What follows belongs to an exercise in optimizing a design on an open flow for small area and a short achievable clock period; a production flow would make more cautious choices.
In this exercise RTL edits were held to simulation tests only and were not proved equivalent to the original.
Power figures rest on the tool's default switching activity, not on a simulated workload.

Design alu_top, start of the top module:
module alu_top(
    input             clk,
    input      [31:0] a,
    input      [31:0] b,
    input      [3:0]  opcode,
    input             cin,
    input             bin,
    input             en,
    output reg [31:0] sum,
    output reg [31:0] diff,
    output reg [31:0] result,
    output reg        cout,
    output reg        bout,
    output            zero,
    output            sign,
    output reg        carry,
    output reg        overflow,
    output            parity
);
For scale: roughly 7700 cells after synthesis.
==> flow/config.mk <==
export PLATFORM = sky130hd
export DESIGN_NAME = alu_top
export DESIGN_NICKNAME = alu_top
export VERILOG_FILES = /design/flow/design.v
export SDC_FILE = /design/flow/constraint.sdc
export NUM_CORES = 4
export LEC_CHECK = 0
export ABC_AREA = 1
export CAP_MARGIN = 20
export CORE_MARGIN = 2
export CORE_UTILIZATION = 55
export PLACE_DENSITY = 0.7
export SLEW_MARGIN = 20
==> flow/constraint.sdc <==
create_clock -name core_clock -period 125.0 [get_ports {clk}]
set_input_delay 25.0000 -clock core_clock [delete_from_list [all_inputs] [get_ports {clk}]]
set_output_delay 25.0000 -clock core_clock [all_outputs]
set_load 0.01 [all_outputs]
standard.sh (not shown) runs the stock make flow with config.mk's settings and CLKGATE_MAP_FILE= SYNTH_SCRIPT=/design/flow/synth_recipe.tcl, a recipe that flattens the netlist after the stock synthesis.
==> flow/flow/run.sh <==
#!/bin/bash
# The standard layout (the standard.sh) with two changes:
#  - synthesis skips the adder-cell step (extract_fa + ADDER_MAP_FILE), so ABC maps the
#    adders of the divide/multiply array itself;
#  - up to clock-tree synthesis, repair_timing aims for SETUP_SLACK_MARGIN ns of setup slack
#    instead of 0, so it sizes the long divider paths even though they meet the 125 ns clock.
# Routing and the rest run as in the standard flow.
set -euo pipefail
bash standard.sh ADDER_MAP_FILE= SETUP_SLACK_MARGIN=80 cts > orfs_make_cts.log 2>&1
bash standard.sh ADDER_MAP_FILE= finish > orfs_make_finish.log 2>&1
The baseline ran to the end with no violations.
Edit:
--- a/flow/flow/run.sh
+++ b/flow/flow/run.sh
@@ -7,4 +7,4 @@
 # Routing and the rest run as in the standard flow.
 set -euo pipefail
-bash standard.sh ADDER_MAP_FILE= SETUP_SLACK_MARGIN=80 cts > orfs_make_cts.log 2>&1
+bash standard.sh ADDER_MAP_FILE= SETUP_SLACK_MARGIN=92 cts > orfs_make_cts.log 2>&1
 bash standard.sh ADDER_MAP_FILE= finish > orfs_make_finish.log 2>&1
Power came out higher by 22%.
Routed wire length came out higher by 28%.
Combinational power came out higher by 28%.
Via count came out higher by 16%.
Cell area came out higher by 23%.
Edit:
--- a/flow/flow/run.sh
+++ b/flow/flow/run.sh
@@ -7,4 +7,4 @@
 # Routing and the rest run as in the standard flow.
 set -euo pipefail
-bash standard.sh ADDER_MAP_FILE= SETUP_SLACK_MARGIN=92 cts > orfs_make_cts.log 2>&1
+bash standard.sh ADDER_MAP_FILE= SETUP_SLACK_MARGIN=88 cts > orfs_make_cts.log 2>&1
 bash standard.sh ADDER_MAP_FILE= finish > orfs_make_finish.log 2>&1
After rerunning: Maximum frequency is about the same; first-iteration DRC count is lower by 22%; sequential cell count does not change; via count is lower by 9.5%; global-route usage is lower by 5.5 points; worst setup slack gets better by 0.046 ns; wire length is lower by about 12%.
Edit:
--- a/flow/flow/run.sh
+++ b/flow/flow/run.sh
@@ -7,4 +7,4 @@
 # Routing and the rest run as in the standard flow.
 set -euo pipefail
-bash standard.sh ADDER_MAP_FILE= SETUP_SLACK_MARGIN=88 cts > orfs_make_cts.log 2>&1
+bash standard.sh ADDER_MAP_FILE= SETUP_SLACK_MARGIN=84 cts > orfs_make_cts.log 2>&1
 bash standard.sh ADDER_MAP_FILE= finish > orfs_make_finish.log 2>&1
=> The new run completed with no timing, DRC or antenna violations; count of clock-buffer cells in the layout is unchanged; utilization falls by 1.4 points; sequential share of layout area rises by 0.18 points; worst setup slack gets better by 0.0088 ns; die area is unchanged; sequential cell count stays the same; total power went down by 1.5%; clock skew is lower by 0.0070 ns; critical path depth falls by 1.

---

Another version of the RTL of alu_top (not shown whole).
Size in the first run: ~6000 cells after synthesis, roughly 200 flip-flops, ~180 I/O pins, about 39000 sq um of cells after synthesis.
==> flow/config.mk <==
export PLATFORM = sky130hd
export DESIGN_NAME = alu_top
export DESIGN_NICKNAME = alu_top
export VERILOG_FILES = /design/flow/design.v
export SDC_FILE = /design/flow/constraint.sdc
export NUM_CORES = 4
export LEC_CHECK = 0
export ABC_AREA = 1
export CAP_MARGIN = 20
export CORE_MARGIN = 2
export CORE_UTILIZATION = 55
export PLACE_DENSITY = 0.7
export SLEW_MARGIN = 20
==> flow/constraint.sdc <==
create_clock -name core_clock -period 125.0 [get_ports {clk}]
set_input_delay 25.0000 -clock core_clock [delete_from_list [all_inputs] [get_ports {clk}]]
set_output_delay 25.0000 -clock core_clock [all_outputs]
set_load 0.01 [all_outputs]
==> flow/flow/run.sh <==
#!/bin/bash
# The standard layout (the standard.sh), except that up to clock-tree synthesis
# repair_timing aims for SETUP_SLACK_MARGIN ns of setup slack instead of 0, so it sizes the
# long divider paths even though they meet the 125 ns clock. Routing and the rest run as in
# the standard flow.
set -euo pipefail
bash standard.sh SETUP_SLACK_MARGIN=81 cts > orfs_make_cts.log 2>&1
bash standard.sh finish > orfs_make_finish.log 2>&1
Rerun with:
--- a/flow/flow/run.sh
+++ b/flow/flow/run.sh
@@ -5,4 +5,4 @@
 # the standard flow.
 set -euo pipefail
-bash standard.sh SETUP_SLACK_MARGIN=81 cts > orfs_make_cts.log 2>&1
+bash standard.sh SETUP_SLACK_MARGIN=78 cts > orfs_make_cts.log 2>&1
 bash standard.sh finish > orfs_make_finish.log 2>&1
=> Sequential share of layout area grows by 0.57 points. Wire length shrinks by about 5.4%. Fmax shrinks by about 5.5%. Sequential power stays flat. Cell count shrinks by about 3%. Worst setup slack loses 2.6 ns. Via count shrinks by 3.9%. Design area shrinks by 6.4%. Combinational power shrinks by about 9%. Die area is unchanged.
Rerun with:
==> flow/run.sh (new file) <==
#!/bin/bash
# synth_recipe.tcl (not shown) runs the flow's synth.tcl, then flattens the netlist and writes it again
# the make line also repeats each setting of config.mk as NAME=value (left out here)
make -C /OpenROAD-flow-scripts/flow DESIGN_CONFIG=/design/flow/config.mk WORK_HOME=/design/flow/orfs CLKGATE_MAP_FILE= SYNTH_SCRIPT=/design/flow/synth_recipe.tcl finish
removed: flow/flow/run.sh
removed: flow/standard.sh
=> The new run passed the timing, DRC and antenna checks; global-route usage is lower by 0.70 points; synthesized cell count is unchanged; setup slack loses 11 ns; design area is lower by 2.6%; die area does not change; power is lower by 2.3%; via count is lower by 1.5%; maximum frequency is lower by 19%; worst hold slack gains 0.014 ns; synthesized area does not change; wire length is lower by 1.7%.
Rerun with:
Settings changed: CORE_UTILIZATION 55 to 30, PLACE_DENSITY 0.7 to unset.
=>
- total power grows by 0.34%
- non-clock buffer count grows by 5
- setup slack gets worse by 1.6 ns
- cell area grows by 2.4%
- wire length grows by 6.7%

-- re-timing with driven ports --
In the flow no input, the clock included, has a driving cell. The finished layouts below were timed again as built, in two steps.
Step 1 assumes that a clkbuf_16 drives the clock port and a buf_2 every other input.
Step 2 times the ports against the registers' clock, not the clock port: input delays grow and output delays shrink by t, the midpoint of the rising clock arrivals with the driver on.
a / b / c = ideal ports / drivers / drivers and shift; a / b = the first two.
run	shift t [ns]	setup WS [ns]	worst register clock-pin slew, ns
the first run of note 1	0.534	79.569 / 79.568 / 79.325	0.09 / 0.09
the second run of note 1	0.548	82.261 / 82.302 / 81.755	0.09 / 0.09
the third run of note 1	0.538	82.307 / 82.346 / 81.808	0.09 / 0.09
the fourth run of note 1	0.528	82.316 / 82.358 / 81.830	0.09 / 0.09
the first run of note 2	0.506	79.471 / 79.496 / 78.990	0.09 / 0.09
the second run of note 2	0.506	76.842 / 76.842 / 76.842	0.09 / 0.09
the third run of note 2	0.503	65.731 / 65.731 / 65.731	0.09 / 0.09
the fourth run of note 2	0.490	64.116 / 64.116 / 64.116	0.10 / 0.10
After both steps every run listed still meets setup and hold. For the second run of note 1, which loses most, drivers alone change the setup slack by +0.041 ns; drivers and shift together by -0.506 ns.
